Source: an optimization exercise on an open RTL-to-GDS flow (aim: small area). Production flows keep margins and buffers that such runs may drop. Only simulation tests tie the RTL to the original design; equivalence was not proved. The clock port is modelled as an ideal driver, which makes a skipped or thinned clock tree look cheaper than it is; a real chip needs a root buffer or a tree. No activity file was given, so power comes from the tool's default toggle rates.

== tundra ==
==> flow/design.v (excerpt) <==
module top_module_project(clk, reset, rx_in, tx_out, auth_out, tx_busy_out);
Size: about 48 flip-flops, roughly 2600 sq um of cells after synthesis.
clock: 6.0 ns
lec_check: 0
cap_margin: 20
core_margin: 2
core_utilization: 40
cts_cluster_diameter: 300
cts_cluster_size: 60
slew_margin: 20
run.sh (not shown) runs the stock make flow with config.mk's settings and CLKGATE_MAP_FILE= SYNTH_SCRIPT=/design/flow/synth_recipe.tcl, a recipe that flattens the netlist after the stock synthesis.
tundra: full flow OK, the timing, DRC and antenna checks passed
Inputs modified between tundra and cedar:
--- a/flow/config.mk
+++ b/flow/config.mk
@@ -7,7 +7,7 @@
 export LEC_CHECK = 0
-export CAP_MARGIN = 20
+export CAP_MARGIN = 0
 export CORE_MARGIN = 2
-export CORE_UTILIZATION = 40
+export CORE_UTILIZATION = 70
 export CTS_CLUSTER_DIAMETER = 300
 export CTS_CLUSTER_SIZE = 60
-export SLEW_MARGIN = 20
+export SLEW_MARGIN = 0
Findings:
- cedar completed every stage of the flow, and the final layout passed the timing, DRC and antenna checks.
- Min portion of the layout cell area used by non-clock buffers across tundra and cedar: cedar
- The worst reg-to-reg setup slack number comes out higher for tundra vs cedar.
- In the flow results for tundra and cedar, the total net switching power is smaller on tundra.
- Compared with tundra, in cedar post-placement cell count has decreased, detail-routed via count per cell now sits higher, final critical path time including I/O delays and setup dropped 0.0077 ns, final setup slack of the worst path increased by 0.0077 ns relative to the old numbers, power after layout has increased.
- Taking tundra as the reference point, the power share of the combinational group of cedar falls by 0.5 points.
Inputs modified between cedar and violet:
--- a/flow/config.mk
+++ b/flow/config.mk
@@ -7,7 +7,5 @@
 export LEC_CHECK = 0
-export CAP_MARGIN = 0
+export CAP_MARGIN = 20
 export CORE_MARGIN = 2
-export CORE_UTILIZATION = 70
-export CTS_CLUSTER_DIAMETER = 300
-export CTS_CLUSTER_SIZE = 60
-export SLEW_MARGIN = 0
+export CORE_UTILIZATION = 40
+export SLEW_MARGIN = 20
==> comparison <==
Both conditions hold for violet: the flow ran to the end and the final layout passed the timing, DRC and antenna checks. When violet is measured against cedar, its cell count turns out 30 higher. Final area: violet vs cedar up about 1.3%. Min total of clock buffers placed in the layout across violet and cedar: cedar. Compared cedar against violet; arrival time at the worst endpoint within noise. The worst stage delay on the critical path on cedar is in line with that on violet. Higher met1 layer wirelength in the final routing among violet and cedar: violet.

Another version of the RTL of top_module_project (not shown whole).
For scale: about 200 cells after synthesis, ~41 flip-flops, about 2000 um^2 of cells after synthesis.
// top_module_project
module top_module_project(clk, reset, rx_in, tx_out, auth_out, tx_busy_out);
input  wire clk;
input  wire reset;
input  wire rx_in;
output wire tx_out;
output wire auth_out;
output wire tx_busy_out;
    reg [12:0] n;
    wire tick = n[12] & n[10] & n[6] & n[4] & n[3];
    always @(posedge clk or posedge reset)
        if (reset) n <= 13'd0;
        else       n <= tick ? 13'd1 : n + 13'd1;
    localparam R_PAR = 4'b1000, R_STOP = 4'b1001, R_VALID = 4'b1010,
               R_IDLE = 4'b1011, R_START = 4'b1111;
    reg [3:0] rs;
    wire rx_valid = (rs == R_VALID);
    wire rx_bit   = tick & ~rs[3];           
    always @(posedge clk or posedge reset)
        if (reset) rs <= R_IDLE;
        else case (rs)
            R_IDLE, R_VALID: rs <= rx_in ? R_IDLE : R_START;
            R_START: if (tick) rs <= rx_in ? R_IDLE : 4'b0000;
            R_STOP:  if (tick) rs <= rx_in ? R_VALID : R_IDLE;
  ...
clock: 6.0 ns
lec_check: 0
cap_margin: 20
core_margin: 2
core_utilization: 65
slew_margin: 20
standard.sh (not shown) runs the stock make flow with config.mk's settings and CLKGATE_MAP_FILE= SYNTH_SCRIPT=/design/flow/synth_recipe.tcl, a recipe that flattens the netlist after the stock synthesis.
==> flow/flow/run.sh <==
#!/bin/bash
# The standard layout (standard.sh) with three changes, made through a copy
# of the ORFS scripts folder:
#  - synthesis: ABC maps with an area script (deepsyn, then area-oriented &nf
#    mapping) and adders are left to ABC rather than mapped to adder cells first.
#    The synthesis is run with several deepsyn seeds and the smallest netlist is
#    kept (registers and their names are the same in every run);
#  - clock tree: instead of TritonCTS's H-tree, the clock sinks are split into
#    three groups by position, each driven by one clock buffer placed at its
#    centroid (flow/split_clock.tcl); the clock port drives only these buffers;
#  - port buffers use the smallest buffer cell.
set -euo pipefail
W=$(pwd)
S="$W/scripts_mod"
REP="$W/orfs/reports/sky130hd/top_module_project/base/synth_stat.txt"
rm -rf "$S" "$W/orfs_best"
cp -r "$FLOW_HOME/scripts" "$S"
cp "$W/flow/split_clock.tcl" "$S/split_clock.tcl"
grep -q '^log_cmd clock_tree_synthesis {\*}$cts_args$' "$S/cts.tcl"
sed -i 's|^log_cmd clock_tree_synthesis {\*}$cts_args$|source $::env(SCRIPTS_DIR)/split_clock.tcl\nsplit_buffer_clock clk sky130_fd_sc_hd__buf_6 3\nset_propagated_clock [all_clocks]|' "$S/cts.tcl"

best_area=""
for seed in 1 2 3 4 5 6 7 8 9 10 11 12; do
  printf '%s\n' strash '&get -n' "&deepsyn -I 1 -J 50 -S $seed" '&put' strash '&get -n' '&dch -f' '&nf -a -R 1000' '&put' > "$S/abc_area.script"
  rm -rf "$W/orfs"
  SCRIPTS_DIR="$S" ABC_AREA=1 ADDER_MAP_FILE= bash standard.sh synth > "synth_seed$seed.log" 2>&1
  area=$(awk '/Chip area for module/ {print $NF}' "$REP")
  echo "seed $seed: synthesized area $area" | tee -a synth_select.log
  if [[ -z "$best_area" ]] || awk -v a="$area" -v b="$best_area" 'BEGIN {exit !(a < b)}'; then
    best_area=$area
    rm -rf "$W/orfs_best"
    cp -a "$W/orfs" "$W/orfs_best"
    echo "  kept" | tee -a synth_select.log
  fi
done
rm -rf "$W/orfs"
mv "$W/orfs_best" "$W/orfs"
SCRIPTS_DIR="$S" BUFFER_PORTS_ARGS="-buffer_cell sky130_fd_sc_hd__buf_1" bash standard.sh > layout.log 2>&1
Other scripts of this flow, unchanged in this note and not shown: flow/flow/split_clock.tcl
The baseline went through all stages and came out clean.
Rerun with:
--- a/flow/flow/run.sh
+++ b/flow/flow/run.sh
@@ -23 +23 @@
-for seed in 1 2 3 4 5 6 7 8 9 10 11 12; do
+for seed in 1 3 5 7 9; do
=>
- sequential share of layout area went down by 1.1 points
- first-iteration DRC count went down by 11%
- critical path depth went up by 2
- power went up by 0.54%
- die area went up by 1.5%
- sequential power hardly moves
- clock power hardly moves
- flip-flop and latch count is unchanged
- global-route usage went down by 0.70 points
- utilization went up by 0.95 points
No run of this note takes its clock network from TritonCTS; it comes from the design's own scripts or RTL.

top_module_project again, from the RTL that the note above started with.
clock: 6.0 ns
lec_check: 0
cap_margin: 20
core_margin: 2
core_utilization: 65
slew_margin: 20
==> flow/flow/run.sh <==
#!/bin/bash
# The standard layout (standard.sh) with three changes, made through a copy
# of the ORFS scripts folder:
#  - synthesis: ABC maps with an area script (deepsyn, then area-oriented &nf
#    mapping) and adders are left to ABC rather than mapped to adder cells first.
#    The synthesis is run with several deepsyn seeds (and two &nf settings) and
#    the smallest netlist is kept (registers and their names are the same in every run);
#  - clock tree: instead of TritonCTS's H-tree, the clock sinks are split into
#    three groups by position, each driven by one clock buffer placed at its
#    centroid (flow/split_clock.tcl); the clock port drives only these buffers;
#  - port buffers use the smallest buffer cell.
set -euo pipefail
W=$(pwd)
S="$W/scripts_mod"
REP="$W/orfs/reports/sky130hd/top_module_project/base/synth_stat.txt"
rm -rf "$S" "$W/orfs_best"
cp -r "$FLOW_HOME/scripts" "$S"
cp "$W/flow/split_clock.tcl" "$S/split_clock.tcl"
grep -q '^log_cmd clock_tree_synthesis {\*}$cts_args$' "$S/cts.tcl"
sed -i 's|^log_cmd clock_tree_synthesis {\*}$cts_args$|source $::env(SCRIPTS_DIR)/split_clock.tcl\nsplit_buffer_clock clk sky130_fd_sc_hd__buf_6 3\nset_propagated_clock [all_clocks]|' "$S/cts.tcl"

best_area=""
for cand in 1 2 3 4 5 6 7 8 9 10 11 12 13 14 15 16 17 18 19 20 p1 p2 p3 p4; do
  seed=${cand#p}
  map='&nf -a -R 1000'
  [[ "$cand" == p* ]] && map='&nf -a -R 1000 -p'
  printf '%s\n' strash '&get -n' "&deepsyn -I 1 -J 50 -S $seed" '&put' strash '&get -n' '&dch -f' "$map" '&put' > "$S/abc_area.script"
  rm -rf "$W/orfs"
  SCRIPTS_DIR="$S" ABC_AREA=1 ADDER_MAP_FILE= bash standard.sh synth > "synth_$cand.log" 2>&1
  area=$(awk '/Chip area for module/ {print $NF}' "$REP")
  echo "candidate $cand: synthesized area $area" | tee -a synth_select.log
  if [[ -z "$best_area" ]] || awk -v a="$area" -v b="$best_area" 'BEGIN {exit !(a < b)}'; then
    best_area=$area
    rm -rf "$W/orfs_best"
    cp -a "$W/orfs" "$W/orfs_best"
    echo "  kept" | tee -a synth_select.log
  fi
done
rm -rf "$W/orfs"
mv "$W/orfs_best" "$W/orfs"
SCRIPTS_DIR="$S" BUFFER_PORTS_ARGS="-buffer_cell sky130_fd_sc_hd__buf_1" bash standard.sh > layout.log 2>&1
Other scripts of this flow, unchanged in this note and not shown: flow/flow/split_clock.tcl
Next try:
==> flow/flow/run.sh (replaced) <==
#!/bin/bash
# The standard layout (standard.sh) with three changes, all made through a
# copy of the ORFS scripts folder:
#  - synthesis: ABC maps with the area script flow/abc_area.script, and adders are
#    left to ABC rather than mapped to adder cells first (registers are unchanged);
#  - clock tree: instead of TritonCTS's H-tree, the clock sinks are split into
#    three groups by position, each driven by one clock buffer placed at its
#    centroid (flow/split_clock.tcl); the clock port drives only these buffers;
#  - port buffers use the smallest buffer cell.
set -euo pipefail
W=$(pwd)
S="$W/scripts_mod"
rm -rf "$S"
cp -r "$FLOW_HOME/scripts" "$S"
cp "$W/flow/abc_area.script" "$S/abc_area.script"
cp "$W/flow/split_clock.tcl" "$S/split_clock.tcl"
grep -q '^log_cmd clock_tree_synthesis {\*}$cts_args$' "$S/cts.tcl"
sed -i 's|^log_cmd clock_tree_synthesis {\*}$cts_args$|source $::env(SCRIPTS_DIR)/split_clock.tcl\nsplit_buffer_clock clk sky130_fd_sc_hd__buf_6 3\nset_propagated_clock [all_clocks]|' "$S/cts.tcl"
SCRIPTS_DIR="$S" ABC_AREA=1 ADDER_MAP_FILE= bash standard.sh synth > synth.log 2>&1
SCRIPTS_DIR="$S" BUFFER_PORTS_ARGS="-buffer_cell sky130_fd_sc_hd__buf_1" bash standard.sh > layout.log 2>&1
==> flow/flow/abc_area.script (new file) <==
strash
&get -n
&deepsyn -T 20
&put
strash
&get -n
&dch -f
&nf -a -R 1000
&put
After rerunning:
- maximum frequency rises by a few percent
- die area rises by a few percent
- final cell count went up by a little under a tenth
- synthesized area increases by a few percent
- setup slack improves by 0.16 ns
- total power stays flat
No run of this note takes its clock network from TritonCTS; it comes from the design's own scripts or RTL.

separate check: timing with driven ports:
How much do the figures lean on ideal ports? The routed layouts below were timed once more, with nothing changed but the port constraints. Step 1 (the two cells are an assumption about what drives the block):
set clk [get_ports {clk}]
set_driving_cell -lib_cell sky130_fd_sc_hd__clkbuf_16 $clk
set_driving_cell -lib_cell sky130_fd_sc_hd__buf_2 [delete_from_list [all_inputs] $clk]
Step 2 adds t to the input delays and takes it off the output delays; t is the mean of the earliest and latest rising clock arrival at the registers after step 1. Input paths then give back, and output paths get back, about the clock's delay inside the block. a / b / c = ideal ports / drivers / drivers and shift; a / b = the first two.
run	t, ns	slack for setup (ns)	worst setup path after step 2	worst data-port slew with drivers (ns)	pins driven straight from the clock port
tundra	0.320	2.862 / 2.832 / 3.152	register to output	0.03	1
cedar	0.331	2.869 / 2.843 / 3.173	register to output	0.03	1
violet	0.320	2.862 / 2.832 / 3.152	register to output	0.03	1
the first run of note 2	0.163	3.125 / 3.079 / 3.243	register to output	0.03	3
the second run of note 2	0.168	3.186 / 3.136 / 3.305	register to output	0.03	3
the first run of note 3	0.163	3.125 / 3.079 / 3.243	register to output	0.03	3
the second run of note 3	0.162	3.283 / 3.236 / 3.398	register to output	0.03	3
After both steps setup and hold are still met in every run listed.
